This design comes from an exercise in tuning for small area, a short achievable clock period and few clock cycles on the open sky130 flow, not from production work.
The RTL was checked by simulation tests, not by an equivalence proof against the original design.

==> inputs of job 7357 <==
==> flow/design.v (excerpt) <==
module SM_2300_Task6_dijkstra(
  input clk_50M,
  input rst,
  input go,
  input [5:0] src,
  input [5:0] dst,
  input [209:0] weights,
  output ready,
  output reg out_valid,
  output reg [5:0] out_node,
  output reg out_last,
  output reg [10:0] path_cost
);
clock: 80.0 ns
lec_check: 0
abc_area: 1
cap_margin: 20
core_margin: 2
core_utilization: 48
slew_margin: 20
synth_memory_max_bits: 65536
standard.sh (not shown) runs the stock make flow with config.mk's settings and CLKGATE_MAP_FILE= SYNTH_SCRIPT=/design/flow/synth_recipe.tcl, a recipe that flattens the netlist after the stock synthesis.
==> flow/flow/run.sh <==
#!/bin/bash
# Layout flow: the standard layout (standard.sh: the standard synthesis and every ORFS
# step), with these changes to how the layout is built:
#  - at the end of the floorplan step, restructure.tcl re-maps the combinational logic for
#    area with OpenROAD's restructure command (registers untouched);
#  - the timing repairs aim at a 17.1 ns period (setup margin 62.9 ns on the 80 ns clock);
#    the constraints themselves are unchanged;
#  - the port buffers that buffer_ports adds are sky130_fd_sc_hd__buf_1 cells instead of
#    the delay-buffer cell it picks by itself (every port still gets its buffer);
#  - clock tree synthesis uses clkbuf_4 cells below a clkbuf_16 root and no dummy loads.
# make's full output goes to make_finish.log in this folder; the ORFS step logs stay under
# orfs/logs/.
set -euo pipefail
bash standard.sh \
  "BUFFER_PORTS_ARGS=-buffer_cell sky130_fd_sc_hd__buf_1" \
  "CTS_ARGS=-sink_clustering_enable -repair_clock_nets -dont_use_dummy_load -buf_list sky130_fd_sc_hd__clkbuf_4 -root_buf sky130_fd_sc_hd__clkbuf_16" \
  "SETUP_SLACK_MARGIN=62.9" \
  "POST_FLOORPLAN_TCL=$PWD/flow/restructure.tcl" \
  finish > make_finish.log 2>&1
==> flow/flow/restructure.tcl <==
# Area-oriented resynthesis of the combinational logic with OpenROAD's restructure (ABC),
# run at the end of the floorplan step through ORFS's POST_FLOORPLAN_TCL hook. Registers
# are not touched. ABC maps onto a copy of the platform's liberty file without the cells
# the platform marks don't-use.
set src_lib [lindex $::env(LIB_FILES) 0]
set lib_ok $::env(RESULTS_DIR)/restructure_cells.lib
set patterns {}
foreach c $::env(DONT_USE_CELLS) { lappend patterns $c }
set in [open $src_lib r]
set out [open $lib_ok w]
set skip 0
set depth 0
while {[gets $in line] >= 0} {
  if {!$skip && [regexp {^\s*cell\s*\(\s*"?([A-Za-z0-9_]+)"?\s*\)} $line -> name]} {
    foreach p $patterns {
      if {[string match $p $name]} { set skip 1; set depth 0; break }
    }
  }
  if {$skip} {
    incr depth [regexp -all {\{} $line]
    incr depth [expr {-[regexp -all {\}} $line]}]
    if {$depth <= 0 && [regexp {\}} $line]} { set skip 0 }
    continue
  }
  puts $out $line
}
close $in
close $out
set_dont_use $::env(DONT_USE_CELLS)
file mkdir $::env(RESULTS_DIR)/rmp
restructure -target area -liberty_file $lib_ok \
  -tielo_port sky130_fd_sc_hd__conb_1/LO -tiehi_port sky130_fd_sc_hd__conb_1/HI \
  -work_dir $::env(RESULTS_DIR)/rmp -abc_logfile $::env(LOG_DIR)/restructure_abc.log
==> inputs of job 4089, as changes to job 7357 <==
==> flow/flow/run.sh (replaced) <==
#!/bin/bash
set -euo pipefail
bash standard.sh "BUFFER_PORTS_ARGS=-buffer_cell sky130_fd_sc_hd__buf_1" "CTS_ARGS=-sink_clustering_enable -repair_clock_nets -dont_use_dummy_load -buf_list sky130_fd_sc_hd__clkbuf_4 -root_buf sky130_fd_sc_hd__clkbuf_16" "SETUP_SLACK_MARGIN=62.9" "PRE_FLOORPLAN_TCL=$PWD/flow/restructure.tcl" finish > make_finish.log 2>&1
--- a/flow/flow/restructure.tcl
+++ b/flow/flow/restructure.tcl
@@ -1,5 +1,5 @@
 # Area-oriented resynthesis of the combinational logic with OpenROAD's restructure (ABC),
-# run at the end of the floorplan step through ORFS's POST_FLOORPLAN_TCL hook. Registers
+# run at the start of the floorplan step through ORFS's PRE_FLOORPLAN_TCL hook. Registers
 # are not touched. ABC maps onto a copy of the platform's liberty file without the cells
 # the platform marks don't-use.
 set src_lib [lindex $::env(LIB_FILES) 0]
--- a/flow/config.mk
+++ b/flow/config.mk
@@ -8,6 +8,6 @@
 export ABC_AREA = 1
 export CAP_MARGIN = 20
 export CORE_MARGIN = 2
-export CORE_UTILIZATION = 48
+export CORE_UTILIZATION = 40
 export SLEW_MARGIN = 20
 export SYNTH_MEMORY_MAX_BITS = 65536
==> inputs of job 6988, as changes to job 7357 <==
--- a/flow/config.mk
+++ b/flow/config.mk
@@ -8,6 +8,6 @@
 export ABC_AREA = 1
 export CAP_MARGIN = 20
 export CORE_MARGIN = 2
-export CORE_UTILIZATION = 48
+export CORE_UTILIZATION = 60
 export SLEW_MARGIN = 20
 export SYNTH_MEMORY_MAX_BITS = 65536
==> impl_metrics.py <==
metrics = {
    "yosys": {
        "synth_area_per_cell_um2": 7.231,
        "synth_area_um2": 29540,
    },
    "outcome": {
        "outcome": "stopped before the end",
        "failing_step": "floorplan (2_1_floorplan)",
        "firstError": "[ERROR EST-0104] inconsistent parasitics state",
    },
    "floorplanning": {
        "start_util_pct": 40.42,
        "die_w_um": 275.7,
    },
}
The numbers above come from job 4089.

==> impl_metrics.py <==
metrics = {
    "floorplanning": {
        "die_w_um": 246.5,
        "start_util_pct": 60.95,
        "num_rows": 88,
    },
    "yosys": {
        "synth_area_per_cell_um2": 7.124,
        "synth_area_um2": 35300,
    },
    "outcome": {
        "outcome": "no timing/DRC/antenna violations",
    },
    "critical_path": {
        "path_class": "in -> reg",
    },
    "cells_and_area": {
        "antenna_cells": 3,
    },
}
The numbers above come from job 6988.

==> impl_metrics.py <==
metrics = {
    "outcome": {
        "outcome": "no timing/DRC/antenna violations",
    },
    "floorplanning": {
        "start_util_pct": 48.46,
        "die_height_um": 275.2,
        "die_w_um": 275.2,
    },
    "yosys": {
        "synth_area_per_cell_um2": 7.124,
        "synth_area_um2": 35300,
        "postSynthCellCount": 4955,
    },
    "critical_path": {
        "start_kind": "input port",
        "crit_required_ns": 80.44,
        "critPathBufInv": 3,
    },
    "drt": {
        "drt_iter0_markers": 5239,
    },
    "cts": {
        "clock_latency_ns": 0.60,
    },
    "cells_and_area": {
        "reg.largest.list": "wreg (130), dreg (80)",
    },
}
The numbers above come from job 7357.

Testbench counts of job 7357, summed over its fixed seeds: cycles 867.
Testbench counts of job 4089, summed over its fixed seeds: cycles 867.
Testbench counts of job 6988, summed over its fixed seeds: cycles 867.

## re-timing with driven ports
The flow's constraints put no driver on any port. The routed layouts listed below were extracted and timed again, unchanged, in two steps. Step 1 sets driving cells, clkbuf_16 on the clock port and buf_2 on the other inputs (assumed; they add their load-dependent delay and slew). Step 2 moves the port delays by t, midway between the first and last clock arrival at a register: inputs arrive t later, outputs are due t later. That takes back most of the time a late clock gives input paths. Slacks: ideal ports / drivers / drivers and shift; pairs: ideal ports / drivers.
run | shift t [ns] | slack for setup (ns) | latest minus earliest clock arrival (ns) | pins driven straight from the clock port
job 7357 | 0.629 | 62.814 / 62.819 / 62.190 | 0.086 / 0.086 | 1
job 6988 | 0.635 | 62.777 / 62.793 / 62.158 | 0.064 / 0.063 | 1
After both steps setup and hold are still met in every run listed. The setup slack of job 7357, which loses most, moves by +0.005 ns with the drivers and by -0.624 ns with both steps.
